Background: an optimization exercise with open tools, aiming at small area. Do not read the settings as production practice. In this exercise RTL edits were held to simulation tests only and were not proved equivalent to the original. Power is estimated from default activity; no workload was simulated.

==> flow/design.v <==
module alu(input [31:0] aluIn1, input [31:0] aluIn2, input [1:0] aluOp,
 input overflow_q, input carry_q, input neg_q, input zero_q, input Npflag_q,
 output reg overflow, output reg carry, output reg neg, output reg zero, output reg Npflag, output reg [31:0] aluOut);
 reg [32:0] temp;
 reg [31:0] overflow_check;
	always@(aluIn1 or aluIn2 or aluOp or overflow_q or carry_q or neg_q or zero_q or Npflag_q)
	begin
		overflow = overflow_q;
		carry = carry_q;
		neg = neg_q;
		zero = zero_q;
		Npflag = Npflag_q;
		temp = 33'd0;
		overflow_check = 32'd0;
		aluOut = 32'd0;
		case(aluOp)
			2'b00: begin
			       aluOut = aluIn1 + aluIn2;
			       temp = aluIn1 + aluIn2;
			       if((aluIn1[31]==aluIn2[31]) && (aluIn1[31]!=aluOut[31]))  overflow = 1'b1;
			       else                                                      overflow = 1'b0;
			       if(temp[32] == 1) carry = 1'b1;
			       else              carry = 1'b0;
			       if(aluOut[31] == 1)    neg = 1'b1;
			       else              neg = 1'b0;
			       if(aluOut == 0)   zero = 1'b1;
			       else              zero = 1'b0;
			       end	
			2'b11: begin
			       aluOut = aluIn2 - aluIn1;
			       overflow_check = ~(aluIn1) + 1;
			       if(aluIn1 < aluIn2) carry = 1'b1; 
			       else                carry = 1'b0;
			       if((aluIn1[31]==overflow_check[31]) && (aluIn1[31]!=aluOut[31]))  overflow = 1'b1;
			       else                                                      overflow = 1'b0;
			       if(aluIn1 == 32'b1000_0000_0000_0000_0000_0000_0000_0000 && aluIn2 == 32'd0) overflow = 1'b1;
			       if(aluOut[31] == 1)    neg = 1'b1;
			       else              neg = 1'b0;
			       if(aluOut == 0)   zero = 1'b1;
			       else              zero = 1'b0;
			       Npflag = carry;
			       end
			2'b10: begin
			       aluOut = aluIn1 >> aluIn2;
			       if(aluIn2 >= 32)  carry = aluIn1[31];
			       else if(aluIn2 == 0) carry = 1'b0;
			       else              carry = aluIn1[aluIn2[4:0]-5'd1];
			       if(aluOut[31] == 1)    neg = 1'b1;
			       else              neg = 1'b0;
			       if(aluOut == 0)   zero = 1'b1;
			       else              zero = 1'b0;
			       overflow = 1'b0;
			       end
			2'b01: begin
			       aluOut = aluIn1 ^ aluIn2;
			       end  
		endcase
	end
endmodule
module alu_unit(input clk, input [31:0] aluIn1, input [31:0] aluIn2, input [1:0] aluOp,
 output reg overflow, output reg carry, output reg neg, output reg zero, output reg Npflag,
 output reg [31:0] aluOut);
	wire overflow_d, carry_d, neg_d, zero_d, Npflag_d;
	wire [31:0] aluOut_d;
	alu alu_i(aluIn1, aluIn2, aluOp, overflow, carry, neg, zero, Npflag,
		overflow_d, carry_d, neg_d, zero_d, Npflag_d, aluOut_d);
	always @(posedge clk) begin
		overflow <= overflow_d;
		carry <= carry_d;
		neg <= neg_d;
		zero <= zero_d;
		Npflag <= Npflag_d;
		aluOut <= aluOut_d;
	end
endmodule
==> flow/run.sh <==
#!/bin/bash
# synth_recipe.tcl (not shown) runs the flow's synth.tcl, then flattens the netlist and writes it again
# the make line also repeats each setting of config.mk as NAME=value (left out here)
make -C /OpenROAD-flow-scripts/flow DESIGN_CONFIG=/design/flow/config.mk WORK_HOME=/design/flow/orfs CLKGATE_MAP_FILE= SYNTH_SCRIPT=/design/flow/synth_recipe.tcl finish
==> flow/config.mk <==
export PLATFORM = sky130hd
export DESIGN_NAME = alu_unit
export DESIGN_NICKNAME = alu_unit
export VERILOG_FILES = /design/flow/design.v
export SDC_FILE = /design/flow/constraint.sdc
export NUM_CORES = 4
export LEC_CHECK = 0
export CAP_MARGIN = 20
export CORE_MARGIN = 2
export CORE_UTILIZATION = 40
export SLEW_MARGIN = 20
==> flow/constraint.sdc <==
create_clock -name core_clock -period 10.0 [get_ports {clk}]
set_input_delay 2.0000 -clock core_clock [delete_from_list [all_inputs] [get_ports {clk}]]
set_output_delay 2.0000 -clock core_clock [all_outputs]
set_load 0.01 [all_outputs]
==> impl_metrics.csv <==
group,metric,value,unit
timing,timing.final.crit_share,62.99,%
drt,drcViolationCount,0,
final_layout,syn2layout_area_growth,14.85,%
critical_path,critical_path_required,10.02,ns
die,die_h,154.8,µm
clock_network,post_cts_buffers,0,
drt,wl,43350,µm
timing,hold_viol,0,
clock_network,cts-resized-gates,0,
power,p_per_area,103.9,nW/µm²
grt,antenna_found_initial,0,
grt,overflow,0,
critical_path,cp_data_arrival_time,6.32,ns
synthesis,synth_ff_type,"dfxtp_1",
clock_network,cts.sinks,37,
power,cellLeakagePower,3.882,nW
critical_path,path_max_fanout,17,
drt,vias,10950,
synthesis,yosys.area.top_type,"mux4_2",
critical_path,path_class,"in2reg",
synthesis,synth_area,9099,µm²
synthesis,synth_top_cell_area_share,11.14,%
power,ir_worst_vdd,0.00005695,V
die,ioPinCount,104,
die,initial_core_util,40.43,%
clock_network,cts_max_level,2,
clock_network,tritoncts,"yes",
die,die_w,154.8,µm
hold_path,min_path_type,"in2reg",
synthesis,synthArstFlopShare,0,%
timing,rsz0062_at_grt,"no",
synthesis,netlist_instances,1229,
run_status,status,"complete, no violations",
synthesis,synth_fp_nets,1363,
drt,detail_route.wl_per_cell,27.70,µm
die,dieArea,23970,µm²
place,routabilityCongestion,1.019,
clock_network,cts_hold_buf,0,
critical_path,start_kind,"input port",
timing,tightest_slew,1.043,ns
synthesis,synthSimpleGateAreaFrac,24.63,%
synthesis,synth_xor_area_share,2.792,%
place,dp_cells,1555,
synthesis,synth_compound_area_share,31.56,%
synthesis,synth_cell_types,95,
drt,via_per_inst,6.998,
run,maxCapViolCount,0,
grt,grt_pass1_vias,9941,
critical_path,worst_setup_path_end_kind,"register",
die,rows,55,
timing,fmaxAchievable,0.1587,GHz
drt,firstDrtPassIters,6,
final_layout,fillers,2302,
die,core-area,22500,µm²
clock_network,cts_made_buffers,5,
synthesis,synth_area_per_cell,7.403,µm²
clock_network,root_buffer,"clkbuf_16",
timing,setup_viol,0,
grt,grt_max_degree,57,
timing,setup_tns,0,ns
synthesis,synth_area_leaders,"mux4_2 11%, ha_1 8.9%, dfxtp_1 7.0%",
timing,relSlewSlack,30.46,%
drt,drt_iter0_markers,1571,
synthesis,yosys_warnings,2,
final_layout,nNetsFinal,1411,
place,port_buffers,103,
timing,finalCriticalPeriod,6.299,ns
grt,grt.total_usage,35.44,%
timing,drv_slew,0,
grt,grt_pass1_wl,64170,µm
synthesis,synth-seq-cells,37,
synthesis,synth_seq_area_share,8.691,%
synthesis,synth_fa_ha_area_share,9.378,%
final_layout,final_cells,1565,
clock_network,clockBufferDepth,2,
clock_network,path_clk_slew,0.07,ns
place,dp_hpwl,34010,µm
drt,ant_nets,0,
final_layout,drive_gt1_share,9.233,%
synthesis,synth_edf_count,5,
synthesis,synth_top_family_by_area,"compound AO/OA/AOI/OAI gates",
synthesis,muxShareOfSynthArea,15.84,%
registers in the layout, summed over array words and instances (netlist names):
name and flops:
neg 1, Npflag 1, zero 1, aluOut 32, carry 1, overflow 1
power by group:
part	total, W	internal, W	switching, W
registers	0.000180	0.000174	0.00000574
logic	0.000688	0.000265	0.000423
clock network	0.000218	0.000144	0.0000736
cell usage after synthesis (7+ instances only):
master and n:
o22ai_1 10, nor2b_1 19, a221o_1 7, nand2b_1 15
nor3_1 47, a31oi_1 21, and2_1 11, mux2i_1 36
a21o_1 14, clkbuf_1 51, a211oi_1 17, dfxtp_1 32
o2bb2ai_1 7, nand3_1 44, nand3b_1 7, ha_1 65
nand2_1 99, o2111ai_1 8, o31ai_1 9, o21ai_0 58
o211ai_1 21, or3_1 12, o21a_1 13, and3_1 8
o21bai_1 7, o31a_1 8, inv_1 66, nor4_1 38
nor2_1 93, buf_2 22, xnor2_1 28, o221ai_1 9
or2_2 7, mux4_2 45, a21oi_1 109, nand4_1 20
cell type report:
cell class | instances | area (µm²) | share of cell area, %
Inverter | 75 | 281.5 | 2.694
Antenna cell | 2 | 5.005 | 0.04789
Multi-Input combinational cell | 1035 | 7661 | 73.31
Tap cell | 285 | 356.6 | 3.412
Clock buffer | 5 | 125.1 | 1.197
Sequential cell | 37 | 790.8 | 7.567
Timing Repair Buffer | 123 | 1161 | 11.11
Clock inverter | 3 | 68.82 | 0.6585
cells by family (layout without fill, tap and decap cells):
kind of cell | after synthesis | count (layout)
compound gates | 408 | 408
other cells | 0 | 2
buf+inv | 157 | 206
flops | 37 | 37
xor+xnor | 29 | 29
fa+ha+maj | 67 | 67
simple gates | 444 | 444
mux | 87 | 87
critical path, cell delays in order:
cell             delay, ns
clkdlybuf4s50_1       0.87
ha_1                  0.85
and2b_1               0.26
o311ai_1              0.37
a21oi_1               0.26
nand4_1               0.22
a311o_1               0.36
o211ai_1              0.26
a31oi_1               0.39
o21bai_1              0.14
a211oi_1              0.26
a21oi_1               0.06
through the flow:
stage / util [%] / worst slack [ns] / power [W] / instance area [µm²] / hold slack, ns
2_1_floorplan: - / 4.721 / 0.0006028 / 9099 / 2.214
5_1_grt: 46.42 / 3.445 / 0.001134 / 10450 / 2.384
3_3_place_gp: 45.55 / 3.436 / 0.0008506 / 10250 / 2.651
6_report: 46.44 / 3.701 / 0.001086 / 10450 / 2.345
4_1_cts: 46.42 / 3.771 / 0.001067 / 10450 / 2.331
3_5_place_dp: 45.55 / 3.443 / 0.0008467 / 10250 / 2.654
layout by cell type (no fill, tap or decap), types with 7 or more instances in the layout:
master	count
clkdlybuf4s50_1	99
o211ai_1	21
mux2i_1	36
o221ai_1	9
nand2_1	99
mux4_2	45
xnor2_1	28
and2_1	11
o2bb2ai_1	7
dfxtp_1	32
nor3_1	47
o21a_1	13
buf_4	20
nand3b_1	7
o22ai_1	10
or2_2	7
a221o_1	7
or3_1	12
a21o_1	14
nor4_1	38
a211oi_1	17
o21ai_0	58
inv_1	66
and3_1	8
a21oi_1	109
o21bai_1	7
o31ai_1	9
nor2_1	93
nand4_1	20
nand3_1	44
ha_1	65
o31a_1	8
nand2b_1	15
o2111ai_1	8
nor2b_1	19
a31oi_1	21
worst paths after layout:
| path | start | end | slack (ns) | depth (start not counted) |
|---|---|---|---|---|
| setup / recovery | aluIn2[2] | carry | 3.70 | 12 |
| hold / removal | aluOp[1] | aluOut[18] | 2.35 | 3 |
layer usage:
layer  vias up  track usage [%]  part of all wire [%]
met3       139            6.220                    11
met1      5225            47.78                    40
met2       751            55.04                    44
met4         0            16.84                   5.3
met5         -                0                     0
li1       4837                -                     -

static timing again, ports no longer ideal:
In the flow no input, the clock included, has a driving cell. The finished layout below was timed again as built, in two steps. Step 1 sets driving cells, clkbuf_16 on the clock port and buf_2 on the other inputs (assumed; they add their load-dependent delay and slew). Step 2 moves the port delays by t, midway between the first and last clock arrival at a register: inputs arrive t later, outputs are due t later. That takes back most of the time a late clock gives input paths. Slacks: ideal ports / drivers / drivers and shift; pairs: ideal ports / drivers.
shift t [ns]: 0.347
setup slack, ns: 3.701 / 3.724 / 3.378
worst hold slack (ns): 2.345 / 2.320 / 2.667
worst setup path after step 2: input to register
pins driven straight from the clock port: 1
After both steps this run still meets setup and hold. The setup slack of this run moves by +0.023 ns with the drivers and by -0.323 ns with both steps.
